Context: an optimization exercise on an open-source flow, tuned for small area. The choices shown serve that exercise and are no tape-out recipe.
Only the layout flow was run in this run; the RTL was not checked for function there.

**run.sh**
```bash
#!/bin/bash
# synth_recipe.tcl (not shown) runs the flow's synth.tcl, then flattens the netlist and writes it again
# the make line also repeats each setting of config.mk as NAME=value (left out here)
make -C /OpenROAD-flow-scripts/flow DESIGN_CONFIG=/design/flow/config.mk WORK_HOME=/design/flow/orfs CLKGATE_MAP_FILE= SYNTH_SCRIPT=/design/flow/synth_recipe.tcl finish
```
**config.mk**
```make
export PLATFORM = sky130hd
export DESIGN_NAME = fir_45
export DESIGN_NICKNAME = fir_45
export VERILOG_FILES = /design/flow/design.v
export SDC_FILE = /design/flow/constraint.sdc
export NUM_CORES = 4
export LEC_CHECK = 0
export CAP_MARGIN = 20
export CORE_MARGIN = 2
export CORE_UTILIZATION = 40
export SLEW_MARGIN = 20
```
**constraint.sdc**
```tcl
create_clock -name core_clock -period 12.0 [get_ports {clk}]
set_input_delay 2.4000 -clock core_clock [delete_from_list [all_inputs] [get_ports {clk}]]
set_output_delay 2.4000 -clock core_clock [all_outputs]
set_load 0.01 [all_outputs]
```
**design.v**
```verilog
module fir_45
   #(parameter W = 20)
   (input clk,
    input reset_b,
    input  [W-1:0] data_input,
    output [W-1:0] data_output);
    wire signed [W:0] rom_coef [0:22];
    assign rom_coef [0  ] = 21'b111111110100110100000;
    assign rom_coef [1  ] = 21'b000000000100110100101;
    assign rom_coef [2  ] = 21'b000000000111101101101;
    assign rom_coef [3  ] = 21'b000000001011100101001;
    assign rom_coef [4  ] = 21'b000000001111000001011;
    assign rom_coef [5  ] = 21'b000000010000100001111;
    assign rom_coef [6  ] = 21'b000000001110110010011;
    assign rom_coef [7  ] = 21'b000000001000111101100;
    assign rom_coef [8  ] = 21'b111111111111000010110;
    assign rom_coef [9  ] = 21'b111111110010000010101;
    assign rom_coef [10 ] = 21'b111111100100000001101;
    assign rom_coef [11 ] = 21'b111111010111111011010;
    assign rom_coef [12 ] = 21'b111111010001001001101;
    assign rom_coef [13 ] = 21'b111111010010111111011;
    assign rom_coef [14 ] = 21'b111111100000000000011;
    assign rom_coef [15 ] = 21'b111111111001011001110;
    assign rom_coef [16 ] = 21'b000000011110101001001;
    assign rom_coef [17 ] = 21'b000001001101010000111;
    assign rom_coef [18 ] = 21'b000010000001000101111;
    assign rom_coef [19 ] = 21'b000010110100101100100;
    assign rom_coef [20 ] = 21'b000011100010001101010;
    assign rom_coef [21 ] = 21'b000100000100000111010;
    assign rom_coef [22 ] = 21'b000100010110001111101;
    reg signed [W-1:0] rg [0:45];
    always @ (posedge clk, negedge reset_b) begin : line_delay
    integer i;
        if(~reset_b) begin
            for(i=0; i < 46; i=i+1)
                rg[i] <= {(W){1'b0}};
        end else begin
            rg[0] <= data_input;
            for(i=0; i < 45; i=i+1)
                rg[i+1] <= rg[i];
        end
    end
    reg signed [W:0] add_0 [0:22];
    always @ (posedge clk, negedge reset_b) begin : adder_0
    integer i;
        if(~reset_b) begin
            for (i=0; i<23; i=i+1)
                add_0[i] <= {(W+1){1'b0}};
        end else begin
            add_0[0 ] <= rg[0 ] + rg[45];
            add_0[1 ] <= rg[1 ] + rg[44];
            add_0[2 ] <= rg[2 ] + rg[43];
            add_0[3 ] <= rg[3 ] + rg[42];
            add_0[4 ] <= rg[4 ] + rg[41];
            add_0[5 ] <= rg[5 ] + rg[40];
            add_0[6 ] <= rg[6 ] + rg[39];
            add_0[7 ] <= rg[7 ] + rg[38];
            add_0[8 ] <= rg[8 ] + rg[37];
            add_0[9 ] <= rg[9 ] + rg[36];
            add_0[10] <= rg[10] + rg[35];
            add_0[11] <= rg[11] + rg[34];
            add_0[12] <= rg[12] + rg[33];
            add_0[13] <= rg[13] + rg[32];
            add_0[14] <= rg[14] + rg[31];
            add_0[15] <= rg[15] + rg[30];
            add_0[16] <= rg[16] + rg[29];
            add_0[17] <= rg[17] + rg[28];
            add_0[18] <= rg[18] + rg[27];
            add_0[19] <= rg[19] + rg[26];
            add_0[20] <= rg[20] + rg[25];
            add_0[21] <= rg[21] + rg[24];
            add_0[22] <= rg[22] + rg[23];
        end
    end
    reg signed [W*2:0] mult [0:22];
    always @ (posedge clk, negedge reset_b) begin : multipliers
    integer i;
        if(~reset_b) begin
            for (i=0; i<23; i=i+1)
                mult[i] <= {(W*2+1){1'b0}};
        end else begin
            mult[0 ] <= add_0[0 ] * rom_coef[0 ];
            mult[1 ] <= add_0[1 ] * rom_coef[1 ];
            mult[2 ] <= add_0[2 ] * rom_coef[2 ];
            mult[3 ] <= add_0[3 ] * rom_coef[3 ];
            mult[4 ] <= add_0[4 ] * rom_coef[4 ];
            mult[5 ] <= add_0[5 ] * rom_coef[5 ];
            mult[6 ] <= add_0[6 ] * rom_coef[6 ];
            mult[7 ] <= add_0[7 ] * rom_coef[7 ];
            mult[8 ] <= add_0[8 ] * rom_coef[8 ];
            mult[9 ] <= add_0[9 ] * rom_coef[9 ];
            mult[10] <= add_0[10] * rom_coef[10];
            mult[11] <= add_0[11] * rom_coef[11];
            mult[12] <= add_0[12] * rom_coef[12];
            mult[13] <= add_0[13] * rom_coef[13];
            mult[14] <= add_0[14] * rom_coef[14];
            mult[15] <= add_0[15] * rom_coef[15];
            mult[16] <= add_0[16] * rom_coef[16];
            mult[17] <= add_0[17] * rom_coef[17];
            mult[18] <= add_0[18] * rom_coef[18];
            mult[19] <= add_0[19] * rom_coef[19];
            mult[20] <= add_0[20] * rom_coef[20];
            mult[21] <= add_0[21] * rom_coef[21];
            mult[22] <= add_0[22] * rom_coef[22];
        end
    end
    reg signed [W*2:0] add_1 [0:11];
    reg signed [W*2:0] add_2 [0:5];
    reg signed [W*2:0] add_3 [0:2];
    always @ (posedge clk, negedge reset_b) begin : adder_1
    integer i;
        if(~reset_b) begin
            for (i=0; i<12; i=i+1)
                add_1[i] <= {(W*2+1){1'b0}};
        end else begin
            add_1[0 ] <= mult[0 ];
            add_1[1 ] <= mult[1 ] + mult[22];
            add_1[2 ] <= mult[2 ] + mult[21];
            add_1[3 ] <= mult[3 ] + mult[20];
            add_1[4 ] <= mult[4 ] + mult[19];
            add_1[5 ] <= mult[5 ] + mult[18];
            add_1[6 ] <= mult[6 ] + mult[17];
            add_1[7 ] <= mult[7 ] + mult[16];
            add_1[8 ] <= mult[8 ] + mult[15];
            add_1[9 ] <= mult[9 ] + mult[14];
            add_1[10] <= mult[10] + mult[13];
            add_1[11] <= mult[11] + mult[12];
        end
    end
    always @ (posedge clk, negedge reset_b)
        if(~reset_b) begin
            add_2[0] <= {(W*2+1){1'b0}};
            add_2[1] <= {(W*2+1){1'b0}};
            add_2[2] <= {(W*2+1){1'b0}};
            add_2[3] <= {(W*2+1){1'b0}};
            add_2[4] <= {(W*2+1){1'b0}};
            add_2[5] <= {(W*2+1){1'b0}};
        end else begin
            add_2[0 ] <= add_1[0 ] + add_1[11];
            add_2[1 ] <= add_1[1 ] + add_1[10];
            add_2[2 ] <= add_1[2 ] + add_1[9 ];
            add_2[3 ] <= add_1[3 ] + add_1[8 ];
            add_2[4 ] <= add_1[4 ] + add_1[7 ];
            add_2[5 ] <= add_1[5 ] + add_1[6 ];
        end
    always @ (posedge clk, negedge reset_b)
        if(~reset_b) begin
            add_3[0] <= {(W*2+1){1'b0}};
            add_3[1] <= {(W*2+1){1'b0}};
            add_3[2] <= {(W*2+1){1'b0}};
        end else begin
            add_3[0] <= add_2[0 ] + add_2[5 ];
            add_3[1] <= add_2[1 ] + add_2[4 ];
            add_3[2] <= add_2[2 ] + add_2[3 ];
        end
    reg signed [W*2:0] add_4;
    always @ (posedge clk, negedge reset_b)
        if(~reset_b) begin
            add_4 <= {(W*2+1){1'b0}};
        end else begin
            add_4 <= add_3[0] + add_3[1] + add_3[2];
        end
    reg signed [W-1:0] add_5;
    always @ (posedge clk, negedge reset_b)
        if(~reset_b) begin
            add_5 <= {(W){1'b0}};
        end else  begin
            add_5 <= add_4[W*2:W+1]+$signed(add_4[W]);
        end
    assign data_output = add_5;
endmodule
```
==> impl_metrics.toml <==
[status]
outcome = "timing/DRC/antenna clean"

[clocking]
cts.sinks = 3102
cts.repair.resized = 0
cts_tree = "done"
hold_buffers = 0
clock_tree.buffer_depth = 4
insertion_delay_ns = 1.05
cts_made_buffers = 355
htreeDepth = 5
cts_root_buffer = "clkbuf_16"
cts_setup_buffers = 0
path_clk_slew_ns = 0.07

[detailed_routing]
viasPerCell = 5.10
post_drt_wl_per_cell_um = 22.2
drc = 0
wl_mm = 760
dr.pass1.iters = 8
vias = 174889
drt-initial-drc-count = 11488
drtAntennaViolNets = 0

[setup_path]
critPathLaunchType = "flip-flop"
crit_chain = "fa_1 -> fa_1 -> inv_1 -> fa_1 -> inv_1 -> ha_1 -> ha_1 -> inv_1 -> fa_1 -> inv_1 -> ha_1 -> nor2b_1 -> o21a_1 -> o21ai_0 -> a21oi_1 -> o21ai_0 -> a211oi_1 -> a311oi_1 -> a21oi_1 -> and2_1 -> o31a_1 -> nor4b_1 -> a311oi_1"
worst-path-max-fanout = 8
slowest_delay_ns = 0.55
worst-setup-path-type = "reg2reg"
arrival_ns = 7.49
cp.required_ns = 12.81
crit_path_end_kind = "flip-flop"
critPathSlowestCell = "fa_1"

[timing]
hold_viol_final = 0
setup_viol = 0
fin_crit_ns = 6.68
rsz0062_at_grt = "false"
worst_pin_slew_ns = 1.33
slew_headroom_pct = 10.8
fin_setup_tns_ns = 0
fin_crit_sh_pct = 55.6
max_freq_ghz = 0.150
layout_setup_ws_ns = 5.32
slew_viol_final = 0
clock_skew_ns = 0.148

[logic_synthesis]
ys_seq_area_share_pct = 29.6
syn-cell-area_mm2 = 0.262
synthArstFlopShare_pct = 100
synth.lib_cells_used.distinct = 87
ys_warn_count = 7
ys.flop_type = "dfrtp_1"
synth_edf_count = 0
synth_cells = 24799
ys_ff_latch = 3102
avgSynthCellArea_um2 = 10.6
synthesis.nets = 31676

[min_path]
hp-class = "reg2reg"

[die]
std_cell_rows = 297
die_w_um = 814
pin_count = 42
dieHeight_um = 814
start_util_pct = 40.1
core_area_mm2 = 0.654
die_area_mm2 = 0.662

[placed_design]
port_buffers = 41
dp_slack_ns = 5.31
dp_hpwl_mm = 645
place_congestion = 0.978
place_area_mm2 = 0.274

[layout]
area_delta_synth_final_pct = 9.43
ff_latch_area_mm2 = 0.0776
final_area_mm2 = 0.287
fin_util_pct = 43.9
drive_above_1_share_pct = 3.41
layout_commonest_cell = "inv_1"
final_cell_mix = "inv_1 (4815), ha_1 (4512), dfrtp_1 (3100)"
multi_input_area_mm2 = 0.166
nets = 32072
fillCellCount = 61600

[global_routing]
grt_use_total_pct = 22.9
grt_max_degree = 188
antenna_found_initial = 127
grt_pass1_vias = 179290
gr-total-overflow = 0
grt_pass1_wl_mm = 1140

[flow_run]
max_cap_viol_count = 0
==> final timing paths <==
path | from | slack (ns) | to | cells after the start
worst min register to register | rg[27][5]$_DFF_PN0_ | 0.31 | rg[28][5]$_DFF_PN0_ | 0
min in group asynchronous | reset_b | 1.24 | add_0[13][9]$_DFF_PN0_ | 1
worst max register to register | add_0[22][0]$_DFF_PN0_ | 5.32 | mult[22][39]$_DFF_PN0_ | 23
worst min-delay path | rg[27][5]$_DFF_PN0_ | 0.31 | rg[28][5]$_DFF_PN0_ | 0
max in group asynchronous | reset_b | 7.90 | add_0[22][20]$_DFF_PN0_ | 4
worst max-delay path | add_0[22][0]$_DFF_PN0_ | 5.32 | mult[22][39]$_DFF_PN0_ | 23
==> through the flow <==
stage | hold WS, ns | cells
floorplan | 0.331 | 24799
global placement | 0.332 | 33508
detailed placement | 0.335 | 33508
CTS | 0.304 | 34156
global route | 0.318 | 34231
finish | 0.314 | 34283
==> critical path: cells and delay by family, from the launching register on <==
kind,cells,cell delay [ns]
adders and majority gates,7,2.86
AOI/OAI and AO/OA,9,2.30
and+or+nand+nor,3,0.64
DFF,1,0.51
buffers and inverters,4,0.18
==> sequential cells by signal, indices dropped and copies added (netlist names) <==
name,cells
mult,819
add_3,123
add_2,246
add_1,470
add_0,483
rg,920
add_5,20
add_4,21
==> layout make-up <==
type,instances,share of cell area (%)
inverter,4819,6.30
clock inverter,206,0.946
multi-input combinational,16775,58.0
tap,8671,3.78
antenna,126,0.110
sequential,3102,27.0
timing repair buffer,142,0.472
clock buffer,442,3.38
==> cell usage after synthesis (50+ instances only) <==
library cell | instances | share of area, %
or3_1 | 98 | 0.23
a211oi_1 | 119 | 0.34
nor2b_1 | 267 | 0.64
nor2_1 | 968 | 1.4
and3_1 | 135 | 0.32
a21boi_0 | 115 | 0.33
o21bai_1 | 198 | 0.57
a211o_1 | 63 | 0.21
o21ai_0 | 805 | 1.5
or2_2 | 59 | 0.14
o211ai_1 | 60 | 0.17
o31ai_1 | 74 | 0.21
clkbuf_1 | 93 | 0.13
nand2_1 | 728 | 1.0
mux2i_1 | 50 | 0.19
and2_1 | 83 | 0.20
nor3_1 | 249 | 0.47
ha_1 | 4512 | 22
nand4_1 | 144 | 0.34
nand3_1 | 291 | 0.56
dfrtp_1 | 3102 | 30
a31oi_1 | 121 | 0.29
inv_1 | 4816 | 6.9
xor2_1 | 504 | 1.7
a21o_1 | 872 | 2.5
o21a_1 | 269 | 0.77
xnor2_1 | 1352 | 4.5
a21oi_1 | 1453 | 2.8
fa_1 | 2343 | 18
nand2b_1 | 263 | 0.63
==> cells by family (layout without fill, tap and decap cells) <==
kind of cell / after synthesis / count (layout) / synth area share [%]
simple gates: 3377 / 3377 / 6.24
other cells: 0 / 126 / 0
buf+inv: 4922 / 5609 / 7.04
flops: 3102 / 3102 / 29.6
compound gates: 4626 / 4626 / 11.3
mux: 61 / 61 / 0.238
xor+xnor: 1856 / 1856 / 6.20
fa+ha+maj: 6855 / 6855 / 39.4
==> layer usage <==
metal  track usage [%]  up-vias  wire length (um)
li1                  -    82844                 -
met1              31.9    87268            348000
met2              36.2     3780            339000
met3              3.10      965             36400
met4              9.08       32             35600
met5                 0        -               208

==> afterwards: timing with drivers on the ports <==
In the flow no input, the clock included, has a driving cell. The finished layout below was timed again as built, in two steps. Step 1 (the two cells are an assumption about what drives the block):
set clk [get_ports {clk}]
set_driving_cell -lib_cell sky130_fd_sc_hd__clkbuf_16 $clk
set_driving_cell -lib_cell sky130_fd_sc_hd__buf_2 [delete_from_list [all_inputs] $clk]
Step 2 moves the port delays by t, midway between the first and last clock arrival at a register: inputs arrive t later, outputs are due t later. That takes back most of the time a late clock gives input paths. Slacks: ideal ports / drivers / drivers and shift; pairs: ideal ports / drivers.
shift t [ns]: 1.123
setup WS [ns]: 5.324 / 5.324 / 5.324
hold slack, ns: 0.314 / 0.314 / 0.314
worst setup path at the end: register to register
pins driven straight from the clock port: 1
After both steps setup and hold are still met in this run. The setup slack of this run moves by 0.000 ns with the drivers and by 0.000 ns with both steps.
